Background: an optimization exercise with open tools, aiming at small area. Do not read the settings as production practice. Function was checked by simulation only, so behaviour that the tests miss may differ from the original. Power is estimated from default activity; no workload was simulated.

// relogio
module relogio
(
        input clock,
        input reset,
        input soma,
        input subtracao,
        input cont,
        input start,
        output [7:0] an,
        output [7:0] dec_cat
);
For scale: about 650 cells after synthesis, about 130 flip-flops, about 22 I/O pins, roughly 5500 sq um of cells after synthesis.
Settings: LEC_CHECK=0, CAP_MARGIN=20, CORE_MARGIN=2, CORE_UTILIZATION=70, CTS_BUF_LIST=sky130_fd_sc_hd__clkbuf_8, SLEW_MARGIN=20; clock period 10.0 ns.
standard.sh (not shown) runs the stock make flow with config.mk's settings and CLKGATE_MAP_FILE= SYNTH_SCRIPT=/design/flow/synth_recipe.tcl, a recipe that flattens the netlist after the stock synthesis.
==> flow/flow/run.sh <==
#!/bin/bash
# Own layout flow: the standard flow (standard.sh) with
#  - the standard synthesis script plus an area-oriented ABC script and
#    no full/half-adder extraction (flow/abc_proc.tcl, flow/area.abc);
#  - ports buffered with the smallest buffer.
# Each tool's full output stays in orfs/logs/ (one log per step); make's own
# output goes to flow_make.log.
set -euo pipefail
W=$(pwd)
export OWN_ABC_SCRIPT=$W/flow/area.abc
{ head -n 1 "$W/synth_recipe.tcl"; cat "$W/flow/abc_proc.tcl"; tail -n +2 "$W/synth_recipe.tcl"; } > "$W/own_synth.tcl"
bash "$W/standard.sh" SYNTH_SCRIPT="$W/own_synth.tcl" ADDER_MAP_FILE= \
  BUFFER_PORTS_ARGS="-buffer_cell sky130_fd_sc_hd__buf_1" \
  CTS_ARGS="-sink_clustering_enable -repair_clock_nets -dont_use_dummy_load -buf_list sky130_fd_sc_hd__clkbuf_4 -sink_clustering_size 6 -sink_clustering_max_diameter 40" finish > "$W/flow_make.log" 2>&1
==> flow/flow/abc_proc.tcl <==
# Map the logic for area: run ABC with flow/area.abc in place of the
# script the standard synthesis passes (registers are mapped before ABC
# runs, so they stay as the standard synthesis makes them).
proc abc {args} {
  set i [lsearch $args -script]
  if {$i >= 0} { lset args [expr {$i + 1}] $::env(OWN_ABC_SCRIPT) }
  yosys abc {*}$args
}
==> flow/flow/area.abc <==
strash
ifraig
dc2
strash
dch -f
amap
The first run finished with timing, DRC and antenna clean.
Edit:
==> flow/flow/area.abc (replaced) <==
strash
ifraig
dc2
&get -n
&deepsyn -T 60
&put
strash
&get -n
&dch -f
&nf -R 1000 -p
&put
Effect: Wire length goes down by 3.6%; global-route usage falls by 0.59 points; maximum frequency came out lower by 8.0%; combinational power came out lower by 18%; count of clock-buffer cells in the layout stays the same.

Another version of the RTL of relogio (not shown whole).
Size: ~130 flip-flops, about 5700 sq um of cells after synthesis.
Settings: LEC_CHECK=0, CAP_MARGIN=20, CORE_MARGIN=2, CORE_UTILIZATION=70, CTS_BUF_LIST=sky130_fd_sc_hd__clkbuf_8, SLEW_MARGIN=20; clock period 10.0 ns.
==> flow/flow/run.sh <==
#!/bin/bash
# Own layout flow: the standard flow (standard.sh) with
#  - the standard synthesis script plus an area-oriented ABC script and
#    no full/half-adder extraction (flow/abc_proc.tcl, flow/area.abc);
#  - ports buffered with the smallest buffer.
# Each tool's full output stays in orfs/logs/ (one log per step); make's own
# output goes to flow_make.log.
set -euo pipefail
W=$(pwd)
export OWN_ABC_SCRIPT=$W/flow/area.abc
{ head -n 1 "$W/synth_recipe.tcl"; cat "$W/flow/abc_proc.tcl"; tail -n +2 "$W/synth_recipe.tcl"; } > "$W/own_synth.tcl"
bash "$W/standard.sh" SYNTH_SCRIPT="$W/own_synth.tcl" ADDER_MAP_FILE= \
  BUFFER_PORTS_ARGS="-buffer_cell sky130_fd_sc_hd__buf_1" \
  CTS_ARGS="-sink_clustering_enable -repair_clock_nets -dont_use_dummy_load -buf_list sky130_fd_sc_hd__clkbuf_16 -sink_clustering_size 40 -sink_clustering_max_diameter 200" finish > "$W/flow_make.log" 2>&1
==> flow/flow/area.abc <==
strash
ifraig
dc2
strash
dch -f
amap
Scripts as last shown in full above: flow/flow/abc_proc.tcl
The starting point passed the timing, DRC and antenna checks.
==> next run, changes <==
--- a/flow/flow/run.sh
+++ b/flow/flow/run.sh
@@ -13,2 +13,2 @@
   BUFFER_PORTS_ARGS="-buffer_cell sky130_fd_sc_hd__buf_1" \
-  CTS_ARGS="-sink_clustering_enable -repair_clock_nets -dont_use_dummy_load -buf_list sky130_fd_sc_hd__clkbuf_16 -sink_clustering_size 40 -sink_clustering_max_diameter 200" finish > "$W/flow_make.log" 2>&1
+  CTS_ARGS="-sink_clustering_enable -repair_clock_nets -dont_use_dummy_load -buf_list sky130_fd_sc_hd__clkbuf_4" finish > "$W/flow_make.log" 2>&1
After rerunning: The new run passed the timing, DRC and antenna checks; via count is lower slightly; global-route usage drops by 1.6 points; area after synthesis does not change.
==> next run, changes <==
--- a/flow/flow/run.sh
+++ b/flow/flow/run.sh
@@ -12,3 +12,2 @@
 bash "$W/standard.sh" SYNTH_SCRIPT="$W/own_synth.tcl" ADDER_MAP_FILE= \
-  BUFFER_PORTS_ARGS="-buffer_cell sky130_fd_sc_hd__buf_1" \
-  CTS_ARGS="-sink_clustering_enable -repair_clock_nets -dont_use_dummy_load -buf_list sky130_fd_sc_hd__clkbuf_4" finish > "$W/flow_make.log" 2>&1
+  BUFFER_PORTS_ARGS="-buffer_cell sky130_fd_sc_hd__buf_1" finish > "$W/flow_make.log" 2>&1
After rerunning: Worst setup slack stays flat. Non-clock buffer count is unchanged. Via count climbs slightly. Combinational power is about the same. Core utilization climbs by 3.5 points. First-iteration DRC count climbs by about a fifth. Wire length climbs by a few percent. Fmax barely changes. Die area does not change.
==> next run, changes <==
--- a/flow/flow/run.sh
+++ b/flow/flow/run.sh
@@ -12,2 +12,3 @@
 bash "$W/standard.sh" SYNTH_SCRIPT="$W/own_synth.tcl" ADDER_MAP_FILE= \
-  BUFFER_PORTS_ARGS="-buffer_cell sky130_fd_sc_hd__buf_1" finish > "$W/flow_make.log" 2>&1
+  BUFFER_PORTS_ARGS="-buffer_cell sky130_fd_sc_hd__buf_1" \
+  CTS_ARGS="-sink_clustering_enable -repair_clock_nets -dont_use_dummy_load -buf_list sky130_fd_sc_hd__clkbuf_8 -sink_clustering_size 30 -sink_clustering_max_diameter 200" finish > "$W/flow_make.log" 2>&1
After rerunning: The changed run completed without violations; cell count is lower by 1.8%; non-clock buffer count stays the same; global-route usage falls by 0.36 points; wire length decreases by 0.55%; critical path depth stays the same; synthesized area is unchanged; total power is lower by 7.5%.

what the ideal ports hide:
The results above use ideal ports. As a check the final layouts listed here were re-extracted and re-timed, cells and wires unchanged.
Step 1, drivers: a clkbuf_16 drives clock and a buf_2 each remaining input, both assumed.
Step 2 also shifts input and output timing later by t, the mid clock arrival at the registers, as if the neighbouring blocks saw the same clock.
Slacks: no drivers / after step 1 / after step 2; pairs: no drivers / after step 1.
run	t, ns	slack for setup (ns)	hold slack, ns	worst setup path after step 2
the first run of note 1	0.502	5.802 / 5.768 / 5.519	0.409 / 0.409 / 0.409	input to register
the second run of note 1	0.510	5.438 / 5.438 / 5.394	0.422 / 0.422 / 0.422	input to register
the first run of note 2	0.441	4.912 / 4.912 / 4.912	0.422 / 0.422 / 0.422	register to register
the second run of note 2	0.544	5.026 / 5.026 / 5.026	0.431 / 0.431 / 0.431	register to register
the third run of note 2	0.462	5.027 / 5.027 / 5.027	0.424 / 0.424 / 0.424	register to register
the fourth run of note 2	0.453	5.001 / 5.001 / 5.001	0.426 / 0.426 / 0.426	register to register
After both steps every run listed still meets setup and hold. The setup slack of the first run of note 1, which loses most, moves by -0.034 ns with the drivers and by -0.283 ns with both steps.
